Background: an optimization exercise with open tools, aiming at small area and a short achievable clock period. Do not read the settings as production practice. Function was checked by simulation only, so behaviour that the tests miss may differ from the original. No activity file was given, so power comes from the tool's default toggle rates.

Setup of old:
## neural_network
module neural_network (
    input wire clk,
    input wire reset,
    input wire changes,
    input wire [1:0] selector_output,
    input wire [7:0] data_in,
    output wire [7:0] network_outputs
);
For scale: about 2000 cells after synthesis, about 0.020 mm^2 of cells after synthesis.
Settings: LEC_CHECK=0, CAP_MARGIN=20, CORE_MARGIN=2, CORE_UTILIZATION=40, CTS_CLUSTER_DIAMETER=80, CTS_CLUSTER_SIZE=30, SETUP_SLACK_MARGIN=3.5, SLEW_MARGIN=20, SYNTH_HIERARCHICAL=1; clock period 9.0 ns.
run.sh (not shown) runs the stock make flow with config.mk's settings and CLKGATE_MAP_FILE= SYNTH_SCRIPT=/design/flow/synth_recipe.tcl, a recipe that flattens the netlist after the stock synthesis.
diff inputs: old => new
# old
export LEC_CHECK = 0
export CAP_MARGIN = 20
export CORE_MARGIN = 2
export CORE_UTILIZATION = 40
export CTS_CLUSTER_DIAMETER = 80
export CTS_CLUSTER_SIZE = 30
export SETUP_SLACK_MARGIN = 3.5
export SLEW_MARGIN = 20
export SYNTH_HIERARCHICAL = 1
create_clock -name core_clock -period 9.0 [get_ports {clk}]
# new
export LEC_CHECK = 0
export CAP_MARGIN = 20
export CORE_MARGIN = 2
export CORE_UTILIZATION = 40
export PLACE_DENSITY = 0.8
export SETUP_SLACK_MARGIN = 3.25
export SLEW_MARGIN = 20
export SYNTH_HIERARCHICAL = 1
create_clock -name core_clock -period 9.0 [get_ports {clk}]
[summary]
new finished all stages; the layout is clean. From old to new the numbers moved as follows: fraction of the core area covered by cells at the end of the flow dropped 1.4 points, power now sits higher, via count increased 4.4%, setup slack at placement lower, sequential share of layout area went up by 0.46 points. Between old and new, the number of nets in the synthesized netlist figures differ only marginally. Of the two values seen for endpoint of the most critical setup path, shift_reg_inst.x0[1]$_DFF_P_ was produced by old and shift_reg_inst.x2[7]$_DFF_P_ by new. new and old ended up with nearly the same flip-flop and latch power. new: maximum frequency from static timing analysis 3.5% below old. Compared new against old; count of sequential standard cells within noise. First element of the critical path: shift_reg_inst.x0[1]$_DFF_P_ -> old, shift_reg_inst.x0[0]$_DFF_P_ -> new. Final weighted congestion of routability-driven global placement was higher in new than in old. Between new and old, the power per unit of standard cell area is lower for old.


Setup of oak:
Starting RTL as in the previous note.
make LEC_CHECK=0 CAP_MARGIN=20 CORE_MARGIN=2 CORE_UTILIZATION=40 SETUP_SLACK_MARGIN=3.5 SLEW_MARGIN=20 SYNTH_HIERARCHICAL=1 finish   # period 9.0 ns
Setup changes, oak to pine
- SETUP_SLACK_MARGIN: 3.5 -> 3.4
[summary]
- Relative to oak, part of the cycle the worst path needs has increased by 0.82 points in pine.
- oak → pine: routed length on met2 down 0.45%; final design area excluding fillers went down 1.4%; sequential share of power went up 0.3 points; buffers inserted during post-CTS setup optimization lower.
#### Input delta (birch over pine)
- CTS_CLUSTER_SIZE newly set to 40
- SETUP_SLACK_MARGIN changed from 3.4 to 4.5
- CTS_CLUSTER_DIAMETER newly set to 100
Results
Between pine and birch, the number of clock buffers inserted by TritonCTS is lower for birch.
pine → birch: worst slack after detailed placement increased by 0.43 ns relative to the old numbers, worst-skew pair later-pin latency decreased by 0.04 ns relative to the old numbers, power in combinational cells increased by about 30% relative to the old numbers.
Area of all placed cells without fillers, pine and birch: smaller value in pine
Compared with pine, birch shows a lower data arrival at the endpoint of the critical path.
Looking at setup slack on the worst flop-to-flop path across pine and birch, the one that comes out lower is pine.
birch: area of placed instances is 300 sq um higher than what pine reported.


== lane 1 ==
neural_network again, from the RTL that the note above started with.
export LEC_CHECK = 0
export CAP_MARGIN = 20
export CORE_MARGIN = 2
export CORE_UTILIZATION = 40
export SETUP_SLACK_MARGIN = 3.25
export SLEW_MARGIN = 20
export SYNTH_HIERARCHICAL = 1
create_clock -name core_clock -period 9.0 [get_ports {clk}]
standard.sh (not shown) runs the stock make flow with config.mk's settings and CLKGATE_MAP_FILE= SYNTH_SCRIPT=/design/flow/synth_recipe.tcl, a recipe that flattens the netlist after the stock synthesis.
==> flow/flow/run.sh <==
#!/bin/bash
# The standard layout with its standard synthesis unchanged; the only
# difference is MATCH_CELL_FOOTPRINT=0, which lets timing repair resize cells
# to footprints other than the one synthesis chose. ORFS writes each tool's
# log under orfs/logs; make's own output goes to standard.log.
set -euo pipefail
bash standard.sh MATCH_CELL_FOOTPRINT=0 finish > standard.log 2>&1
Lane 1: done, clean on timing, DRC and antenna
Input changes introduced in lane 2 (baseline for comparison: lane 1):
- swapping 3.25 for 4.5 in SETUP_SLACK_MARGIN
==> flow/run.sh (new file) <==
#!/bin/bash
# synth_recipe.tcl (not shown) runs the flow's synth.tcl, then flattens the netlist and writes it again
# the make line also repeats each setting of config.mk as NAME=value (left out here)
make -C /OpenROAD-flow-scripts/flow DESIGN_CONFIG=/design/flow/config.mk WORK_HOME=/design/flow/orfs CLKGATE_MAP_FILE= SYNTH_SCRIPT=/design/flow/synth_recipe.tcl finish
removed: flow/flow/run.sh
removed: flow/standard.sh
Notes after the runs:
- Looking at sequential fraction of design power across lane 1 and lane 2, the one that comes out higher is lane 1.
- Lane 1 → lane 2: total power moved up; number of cells on the critical path higher.
Here is what was changed in the inputs of lane 3 compared with lane 2.
- a change of SETUP_SLACK_MARGIN from 4.5 to 3.25
- an added PLACE_DENSITY of 0.7
Results
Compared with lane 2, lane 3 improves worst hold slack. The power per cell area in lane 3 was higher than what lane 2 gave. Lane 3 reports its critical path's slowest cell as dfxtp_1 while lane 2 reports fa_1. Looking at clock network power share, lane 3 sits 1.5 points above lane 2. Of lane 2 and lane 3, the run reporting the higher clock buffer count from CTS was lane 2.
## Diff of input files: lane 4 against lane 3
- clearing PLACE_DENSITY, which used to be 0.7
- swapping 3.25 for 3.75 in SETUP_SLACK_MARGIN
### Flow results
Timing, DRC, antenna: 0 failures across lane 3 and lane 4
Die area: lane 4 vs lane 3 identical
In the tables for lane 3 and lane 4, count of clock-buffer cells in the layout reads higher with lane 3.
Per the comparison of lane 4 with lane 3, cell area now larger; register fraction of the total cell area now smaller.
Relative to lane 3, post-CTS resize count has gone up in lane 4.
Diff lane 3..lane 4 | final hold violation count | unchanged
Lane 4 vs. lane 3: share of the core filled with cells in the final layout rose 3.2 points; post-route total power picked up an extra 0.22 mW; first-pass GRT wire length up 9.4%.
Achievable frequency in lane 4 vs lane 3: up 6.5 MHz

re-timing with driven ports:
No port has a modelled driver above. Below, the same layouts with a new extraction and two added sets of constraints.
Step 1 sets driving cells, clkbuf_16 on the clock port and buf_2 on the other inputs (assumed; they add their load-dependent delay and slew).
Step 2, shift: input delay + t, output delay - t, t = (earliest + latest rising clock arrival at the registers) / 2. This alone moves slack from input paths to output paths.
Slacks: no drivers / after step 1 / after step 2; pairs: no drivers / after step 1.
| run | t (ns) | setup slack, ns | latest minus earliest clock arrival (ns) |
|---|---|---|---|
| old | 0.593 | 3.586 / 3.586 / 3.586 | 0.046 / 0.045 |
| new | 0.605 | 3.387 / 3.387 / 3.387 | 0.012 / 0.012 |
| oak | 0.627 | 3.594 / 3.594 / 3.594 | 0.041 / 0.041 |
| pine | 0.625 | 3.520 / 3.520 / 3.520 | 0.041 / 0.041 |
| birch | 0.584 | 3.670 / 3.670 / 3.670 | 0.038 / 0.038 |
| lane 1 | 0.622 | 3.443 / 3.443 / 3.443 | 0.035 / 0.036 |
| lane 2 | 0.627 | 3.661 / 3.661 / 3.661 | 0.020 / 0.020 |
| lane 3 | 0.611 | 3.348 / 3.348 / 3.348 | 0.013 / 0.013 |
| lane 4 | 0.633 | 3.549 / 3.549 / 3.549 | 0.016 / 0.016 |
After both steps setup and hold are still met in every run listed.
